From an optimization exercise on the open Yosys and OpenROAD flow, aimed at a short achievable clock period and few clock cycles per item; shortcuts taken in it are not production practice.
Function was checked by simulation only, so behaviour that the tests miss may differ from the original.

[design/flow/flow/run.sh]
#!/bin/bash
# Standard ORFS layout, with timing repair aimed well below the clock period.
set -euo pipefail
bash standard.sh finish SETUP_SLACK_MARGIN=9 > standard_flow.log 2>&1
[design/flow/standard.sh]
#!/bin/bash
# synth_recipe.tcl (not shown) runs the flow's synth.tcl, then flattens the netlist and writes it again
# the make line also repeats each setting of config.mk as NAME=value (left out here)
make -C /OpenROAD-flow-scripts/flow DESIGN_CONFIG=/design/flow/config.mk WORK_HOME=/design/flow/orfs CLKGATE_MAP_FILE= SYNTH_SCRIPT=/design/flow/synth_recipe.tcl "${@:-finish}"
[design/flow/config.mk]
export PLATFORM = sky130hd
export DESIGN_NAME = fp_arithmetic_sequence_generator
export DESIGN_NICKNAME = fp_arithmetic_sequence_generator
export VERILOG_FILES = /design/flow/design.v
export SDC_FILE = /design/flow/constraint.sdc
export NUM_CORES = 4
export LEC_CHECK = 0
export ABC_CLOCK_PERIOD_IN_PS = 2000
export CAP_MARGIN = 20
export CORE_MARGIN = 2
export CORE_UTILIZATION = 40
export SETUP_SLACK_MARGIN = 5
export SLEW_MARGIN = 20
[design/flow/constraint.sdc]
create_clock -name core_clock -period 12.0 [get_ports {clk}]
set_input_delay 2.4000 -clock core_clock [delete_from_list [all_inputs] [get_ports {clk}]]
set_output_delay 2.4000 -clock core_clock [all_outputs]
set_load 0.01 [all_outputs]
[design/flow/design.v]
`timescale 1ns/1ps
module fp_arithmetic_sequence_generator (
    input wire clk,
    input wire rst_n,
    input wire activate,
    input wire [31:0] a1,
    input wire [31:0] d,
    input wire [31:0] n,
    input wire [31:0] saddr,
    output reg done,
    output reg [31:0] mem_addr,
    output reg [31:0] mem_wdata,
    output reg mem_write,
    input wire mem_ready
);
    reg        busy;      
    reg        pend;      
    reg        tv;        
    reg        pv;        
    reg        nrm;       
    reg [31:0] rem;       
    reg        sd;        
    reg [7:0]  ed;
    reg [23:0] md;
    reg [23:0] X, Y;      
    reg [47:0] W;         
    reg [7:0]  R;         
    reg [7:0]  dR;        
    reg        isB;       
    reg        sX, sY;    
    reg        esub;      
    reg [8:0]  PD;        
    reg [23:0] rN;        
    reg [7:0]  eN;
    reg        sN;
    wire        st = mem_wdata[31];
    wire [7:0]  et = mem_wdata[30:23];
    wire [23:0] mt = {1'b1, mem_wdata[22:0]};
    wire [24:0] sum = {1'b0, X} + {1'b0, Y};
    wire [24:0] dxy = {1'b0, X} - {1'b0, Y};
    wire [23:0] dyx = Y - X;
    wire        bor = dxy[24];                        
    wire [23:0] rb  = bor ? dyx : dxy[23:0];          
    wire kp = !esub & sum[24];
    wire k0 = !esub ? !sum[24] : (!isB & dxy[23]);
    wire km = esub & (isB ? rb[22] : (!dxy[23] & dxy[22]));
    wire kw = esub & (isB ? !rb[22] : (!dxy[23] & !dxy[22]));
    wire [22:0] f_p  = sum[23:1];
    wire [22:0] f_0  = esub ? dxy[22:0] : sum[22:0];
    wire [22:0] f_m  = isB ? {rb[21:0], 1'b0} : {dxy[21:0], 1'b0};
    wire [22:0] fn   = kp ? f_p : k0 ? f_0 : f_m;
    wire [23:0] mn   = {1'b1, fn};
    wire        sgn  = (esub & isB & bor) ? sY : sX;
    wire dR0  = (dR == 8'd0);
    wire dR1  = (dR == 8'd1);
    wire wrap = (kp & (R == 8'hff)) | (km & (R == 8'h00));
    wire [7:0]  Rp1 = R + 8'd1;
    wire [7:0]  Rm1 = R - 8'd1;
    wire [7:0]  en  = kp ? Rp1 : k0 ? R : Rm1;        
    wire        nC  = km & dR0;                       
    wire        nB  = (k0 & dR0) | (km & dR1);
    wire [7:0]  Rn  = nC ? R : en;
    wire [7:0]  dRn = nC ? 8'd0 : PDf[7:0];
    wire [47:0] Wn  = kp ? {1'b0, W[47:1]} : (k0 | dR0) ? W : {W[46:0], 1'b0};
    wire [8:0]  dRp9 = {1'b0, dR} + 9'd1;
    wire [8:0]  dRm9 = ~(~{1'b0, dR} + 9'd1);
    wire [8:0]  PDf  = kp ? dRp9 : k0 ? {1'b0, dR} : dRm9;
    wire [8:0]  PDwp = 9'd0 - {1'b0, ed};             
    wire [8:0]  PDwm = {1'b0, ~ed};                   
    wire [8:0]  PDN  = {1'b0, eN} - {1'b0, ed};
    wire [8:0]  pdiff = PD;
    wire        pC = pdiff[8];
    wire        pB = (pdiff == 9'd0);
    wire [7:0]  pnd = -pdiff[7:0];                    
    wire [5:0]  pshA = pC ? 6'd0 : (pdiff[7:6] != 2'b00) ? 6'd63 : pdiff[5:0];
    wire [47:0] pW = {md, 24'd0} >> pshA;
    wire [23:0] pYC = (pnd[7:5] != 3'b000) ? 24'd0 : (mt >> pnd[4:0]);
    reg [4:0] lz;
    integer i;
    always @* begin
        lz = 5'd0;
        for (i = 0; i < 24; i = i + 1)
            if (rN[i]) lz = 5'd23 - i[4:0];
    end
    wire [23:0] nsh = rN << lz;
    wire        nzero = (rN == 24'd0);
    wire [8:0]  eNlz  = {1'b0, eN} - {4'd0, lz};      
    wire outst    = mem_write | pend;
    wire pend_n   = outst & !mem_ready;
    wire rem_last = mem_write ? (rem == 32'd1) : (rem == 32'd0);
    wire tfree    = !tv | mem_write;
    wire fast     = !nrm & pv & tfree;
    wire fast_ok  = fast & !kw;
    wire tv_n     = nrm | fast_ok | (tv & !mem_write);
    always @(posedge clk or negedge rst_n) begin
        if (!rst_n) begin
            busy      <= 1'b0;
            pend      <= 1'b0;
            mem_write <= 1'b0;
            done      <= 1'b0;
            tv        <= 1'b0;
            pv        <= 1'b0;
            nrm       <= 1'b0;
        end else if (!busy) begin
            pend      <= 1'b0;
            mem_write <= activate & (n != 32'd0);
            busy      <= activate & (n != 32'd0);
            done      <= activate & (n == 32'd0);
            tv        <= 1'b1;
            pv        <= 1'b0;
            nrm       <= 1'b0;
        end else begin
            pend      <= pend_n;
            mem_write <= tv_n & !pend_n & !rem_last;
            done      <= !pend_n & rem_last;
            busy      <= !(!pend_n & rem_last);
            tv        <= tv_n;
            nrm       <= fast & kw;
            pv        <= fast ? (!kw & !wrap) : !nrm;
        end
    end
    always @(posedge clk) begin
        if (!busy) begin
            mem_addr <= saddr;
            rem      <= n;
        end else if (mem_write) begin
            mem_addr <= mem_addr + 32'd4;
            rem      <= rem - 32'd1;
        end
    end
    always @(posedge clk) begin
        if (!busy) begin
            PD <= {1'b0, a1[30:23]} - {1'b0, d[30:23]};
            mem_wdata <= a1;
            sd <= d[31];
            ed <= d[30:23];
            md <= {1'b1, d[22:0]};
        end else if (nrm) begin
            mem_wdata <= nzero ? {sN, 31'd0} : {sN, eNlz[7:0], nsh[22:0]};
            PD <= nzero ? 9'd0 - {1'b0, ed} : (PDN - {4'd0, lz}) ^ {eNlz[8], 8'd0};
        end else if (fast_ok) begin
            mem_wdata <= {sgn, en, fn};
            PD <= !wrap ? PDf : kp ? PDwp : PDwm;
        end
    end
    always @(posedge clk) begin
        rN <= rb;
        eN <= R;
        sN <= sgn;
        if (fast) begin
            X    <= nC ? md : mn;
            Y    <= nC ? {1'b0, mn[23:1]} : Wn[47:24];
            W    <= Wn;
            R    <= Rn;
            dR   <= dRn;
            isB  <= nB;
            sX   <= nC ? sd : sgn;
            sY   <= nC ? sgn : sd;
            esub <= sgn ^ sd;
        end else begin
            X    <= pC ? md : mt;
            Y    <= pC ? pYC : pW[47:24];
            W    <= pW;
            R    <= pC ? ed : et;
            dR   <= pC ? 8'd0 : pdiff[7:0];
            isB  <= pB;
            sX   <= pC ? sd : st;
            sY   <= pC ? st : sd;
            esub <= st ^ sd;
        end
    end
endmodule
==> impl_metrics.py, run 1 <==
metrics = {
    "sta": {
        "worstMarginPinSlew_ns": 1.24,
        "fin_ws_ns": 8.18,
        "fmax_ghz": 0.261,
        "min_period_ns": 3.82,
        "rsz0062_at_grt": "true",
        "setup_tns_ns": 0,
        "period_share_pct": 31.9,
        "timing.hold.ws_ns": 0.449,
        "slew_violations": 0,
        "relSlewSlack_pct": 17.4,
        "final_hold_viol_count": 0,
        "setup_viol": 0,
        "fin_skew_ns": 0.0382,
    },
    "drt": {
        "wl_met3_mm": 13.2,
        "antenna_left": 0,
        "route.met2.wl_mm": 50.5,
        "vias": 27300,
        "wl_per_cell_um": 27.7,
        "drtPass1Iterations": 7,
        "drt-met1-wl_mm": 46.5,
        "top_layer": "met5",
        "drc": 0,
        "drtIter0Drc": 3138,
        "routed_wirelength_mm": 117,
        "vias_per_cell": 6.45,
    },
    "grt": {
        "antenna_found_initial": 5,
        "grt_pass1_wl_mm": 167,
        "grt-ovfl-total": 0,
        "grt_max_degree": 74,
        "grt_util_all_layers_pct": 35.3,
        "grt_pass1_vias": 25800,
    },
    "critical_path": {
        "cp_num_buf_inv": 1,
        "crit_required_ns": 9.60,
        "crit_path_max_incr_delay_ns": 0.62,
        "startpoint_type": "register",
        "crit_chain": "buf_2",
        "cp-end-kind": "output pin",
        "critPathMaxFanout": 5,
        "cpLargestDelayFamily": "flip-flops",
        "cp_data_arrival_time_ns": 1.42,
        "crit_type": "register to output pin",
        "crit_slowest_cell": "edfxtp_1",
    },
    "clocking": {
        "clockRootBuffer": "clkbuf_16",
        "path_clk_slew_ns": 0.06,
        "cts_tree": "built",
        "cts_sinks": 292,
        "ctsHoldBuffers": 0,
        "ctsLongestPathBuffers": 3,
        "cts_buffers": 38,
        "clk_latency_ns": 0.61,
        "htree_levels": 2,
    },
    "floorplanning": {
        "die_h_um": 249,
        "initial_core_util_pct": 40.5,
        "coreArea_sq_mm": 0.0592,
        "ios": 198,
        "dieArea_sq_mm": 0.0620,
        "rows": 89,
        "die_w_um": 249,
    },
    "synthesis": {
        "synth.avg_cell_area_sq_um": 8.38,
        "syn-instance-count": 2866,
        "synth-compound-area-share_pct": 24.8,
        "synth_seq_cells": 292,
        "yosys.area_share.simple_pct": 17.6,
        "yosysSeqAreaShare_pct": 31.5,
        "ys_types": 97,
        "synth_mux_area_share_pct": 8.44,
        "yosysTopAreaCellShare_pct": 21.1,
        "yosysTopAreaCell": "edfxtp_1",
        "synthAdderAreaFrac_pct": 6.41,
        "yosys_warnings": 1,
        "synth_top_family_by_area": "compound AO/OA/AOI/OAI gates",
        "synth.most_common_cell": "nor2_1",
        "synth_xor_area_share_pct": 6.09,
        "synth_common_cells": "nor2_1 (300), a21oi_1 (263), nand2_1 (255)",
        "async_reset_ff_share_pct": 2.40,
        "synthFlopType": "edfxtp_1",
        "netlist_area_sq_mm": 0.0240,
        "synth_edf_count": 169,
        "synth.area.top_cells": "edfxtp_1 (21%), dfxtp_1 (9.7%), mux2i_1 (6.0%), ha_1 (5.6%), a21oi_1 (5.5%)",
        "syn-num-nets": 3115,
    },
    "placement": {
        "place_ws_ns": 7.00,
        "portBuffers": 197,
        "hpwl_mm": 77.1,
        "gp_congestion": 0.979,
    },
    "run_status": {
        "status": "timing/DRC/antenna clean",
    },
    "final_layout": {
        "layout.nets": 3677,
        "drive_gt1_share_pct": 37.2,
        "areaGrowthSynthToFinish_pct": 52.6,
    },
    "run": {
        "cap_viol_max_count": 0,
    },
    "hold_path": {
        "hp-class": "register to register",
    },
}
==> registers in the layout, summed over array words and instances, names as in the netlist, 8 cells and up <==
register and cells:
R 8, mem_addr 32, Y 24, dR 8, ed 8, rN 24
W 48, eN 8, X 23, md 23, PD 9, mem_wdata 32
rem 32
==> metrics by stage <==
| step | area [sq um] | cells | util (%) |
|---|---|---|---|
| after detailed placement | 27200 | 3700 | 46.0 |
| after CTS | 34200 | 4099 | 57.8 |
| after floorplan | 24900 | 2866 | - |
| final | 36700 | 4235 | 61.9 |
| after global routing | 36600 | 4231 | 61.9 |
| after global placement | 27200 | 3699 | 45.9 |
==> cells in the final DEF, fill, tap and decap left out, types with 37 or more instances in the layout <==
cell type	synthesis	layout
buf_2	44	60
xor2_1	58	53
dfxtp_1	116	68
nand2_1	255	223
a21oi_1	263	198
edfxtp_1	169	169
clkbuf_16	0	42
clkdlybuf4s50_1	0	89
nand3_1	66	52
buf_4	5	300
ha_1	107	64
o21ai_0	156	86
buf_6	2	125
nor2b_1	45	40
inv_1	129	103
nor3_1	70	57
nor2_1	300	266
xnor2_1	109	94
buf_12	0	43
mux2i_1	144	131
o21ai_1	10	37
a21oi_2	2	39
==> metal layers <==
layer	global-route usage, %	vias up
met1	47.0	13200
li1	-	11800
met4	17.5	4
met5	0	-
met3	8.69	428
met2	53.3	1855
==> timing repair <==
action                                   CTS  global route
buffers inserted                         297           129
gates resized for setup                 1032           335
endpoints found under the setup margin   326           310
endpoints found under the hold margin      0             0
cloned                                    32             3
pin swaps                                218           195
==> area by class of cell <==
class                   count  area, sq um
inverters                 136          587
repair inverters            1         7.51
clock inverters            21          243
multi-input cells        2279        19300
fillers                  4855        22600
clock buffers              49         1050
repair buffers            680         6760
well taps                 773          967
flip-flops and latches    292         7670
diodes                      4         10.0
==> worst paths after layout <==
kind	startpoint	slack, ns	depth (start not counted)	to
setup / recovery	mem_wdata[12]	8.18	1	mem_wdata[12]
max in group asynchronous	rst_n	9.56	1	busy
hold reg to reg	R[3]	0.45	0	eN[3]
hold / removal	R[3]	0.45	0	eN[3]
min in group asynchronous	rst_n	2.11	1	pend
setup reg to reg	X[0]	8.25	14	mem_wdata[1]
==> cells by family after synthesis <==
logic type               count (synthesis)
AND/OR/NAND/NOR                        913
AO/OA/AOI/OAI                          899
buffers and inverters                  303
flip-flops                             292
multiplexers                           175
XOR/XNOR                               167
adder cells (fa/ha/maj)                117
Testbench counts, summed over its fixed seeds: cycles 11,554, items 10,866.
==> run 2, diff against run 1 <==
--- a/design/flow/config.mk
+++ b/design/flow/config.mk
@@ -10,3 +10,3 @@
 export CORE_MARGIN = 2
-export CORE_UTILIZATION = 40
+export CORE_UTILIZATION = 60
 export SETUP_SLACK_MARGIN = 5
==> run 2 against run 1 <==
Against the previous run: area after synthesis stayed put; synthesized cell count did not move; the flow now stops in global routing (5_1_grt).
==> impl_metrics.py, run 2 <==
metrics = {
    "clocking": {
        "cts_buffers": 34,
        "ctsLongestPathBuffers": 3,
        "ctsHoldBuffers": 0,
        "htree_levels": 2,
        "cts_sinks": 292,
        "clockRootBuffer": "clkbuf_16",
    },
    "synthesis": {
        "ys_types": 97,
        "synthFlopType": "edfxtp_1",
        "yosysSeqAreaShare_pct": 31.5,
        "synth.area.top_cells": "edfxtp_1 (21%), dfxtp_1 (9.7%), mux2i_1 (6.0%), ha_1 (5.6%), a21oi_1 (5.5%)",
        "synth.avg_cell_area_sq_um": 8.38,
        "synth.most_common_cell": "nor2_1",
        "yosys_warnings": 1,
        "netlist_area_sq_mm": 0.0240,
        "async_reset_ff_share_pct": 2.40,
        "syn-num-nets": 3115,
        "syn-instance-count": 2866,
        "synth_seq_cells": 292,
        "yosysTopAreaCellShare_pct": 21.1,
        "synth_common_cells": "nor2_1 (300), a21oi_1 (263), nand2_1 (255)",
        "yosysTopAreaCell": "edfxtp_1",
        "synth_edf_count": 169,
    },
    "placement": {
        "hpwl_mm": 72.3,
        "gp_congestion": 1.05,
        "portBuffers": 197,
        "placedCellCount": 3449,
    },
    "sta": {
        "worst-ep-kind": "sequential cell input",
        "grt_repair_worst_endpoint": "PD[7]$_DFFE_PP_/D",
    },
    "floorplanning": {
        "ios": 198,
        "initial_core_util_pct": 60.6,
        "die_h_um": 204,
        "die_w_um": 204,
        "rows": 73,
    },
    "grt": {
        "grt_util_all_layers_pct": 75.6,
        "grt_max_degree": 74,
        "grt-ovfl-total": 102,
    },
    "run_status": {
        "status": "did not finish",
        "haltStage": "global routing (5_1_grt)",
        "stop_error": "[ERROR GRT-0232] Routing congestion too high. Check the congestion heatmap in the GUI.",
    },
}
run 2: cell counts after synthesis:
Identical to the previous run, type by type.
run 2: logic make-up after synthesis:
kind of cell / after synthesis / synth area share, %
buffers and inverters: 303 / 5.11
XOR/XNOR: 167 / 6.09
AO/OA/AOI/OAI: 899 / 24.8
adder cells (fa/ha/maj): 117 / 6.41
flip-flops: 292 / 31.5
AND/OR/NAND/NOR: 913 / 17.6
multiplexers: 175 / 8.44
run 2: how the worst min path moves through the flow:
stage	start	end	slack (ns)	depth (start not counted)
after detailed placement	R[6]	eN[6]	0.44	0
after CTS	R[7]	eN[7]	0.48	0
after floorplan	R[7]	eN[7]	0.40	0
after global placement	R[6]	eN[6]	0.44	0
run 2: metal layers:
layer	track usage (%)	overflow
met1	75.7	0
met2	92.1	60
met3	61.5	1
met4	70.9	41
met5	39.8	0
run 2: per-stage QoR:
step	utilization (%)	setup slack (ns)	cell area [sq um]
floorplan	-	7.91	24900
global placement	67.8	7.05	26900
detailed placement	67.8	6.93	26900
CTS	83.0	8.16	32900
run 2: repair_timing:
action / CTS
gates cloned: 35
setup buffers: 262
resized for setup: 939
pin swaps: 173
setup endpoints to repair: 325

## what the ideal ports hide
No port has a modelled driver above. Below, the same layout with a new extraction and two added sets of constraints. Step 1, drivers: a clkbuf_16 drives clk and a buf_2 each remaining input, both assumed. Step 2, shift: input delay + t, output delay - t, t = (earliest + latest rising clock arrival at the registers) / 2. This alone moves slack from input paths to output paths. Three values: ideal, step 1, step 2; two values: the first two.
run: run 1
shift t [ns]: 0.651
setup slack, ns: 8.176 / 8.113 / 7.563
clock arrival spread, ns: 0.039 / 0.039
worst slew at a driven data input, ns: 0.09
cell pins on the clock port's net: 1
After both steps setup and hold are still met in run 1. The setup slack of run 1 moves by -0.063 ns with the drivers and by -0.613 ns with both steps.
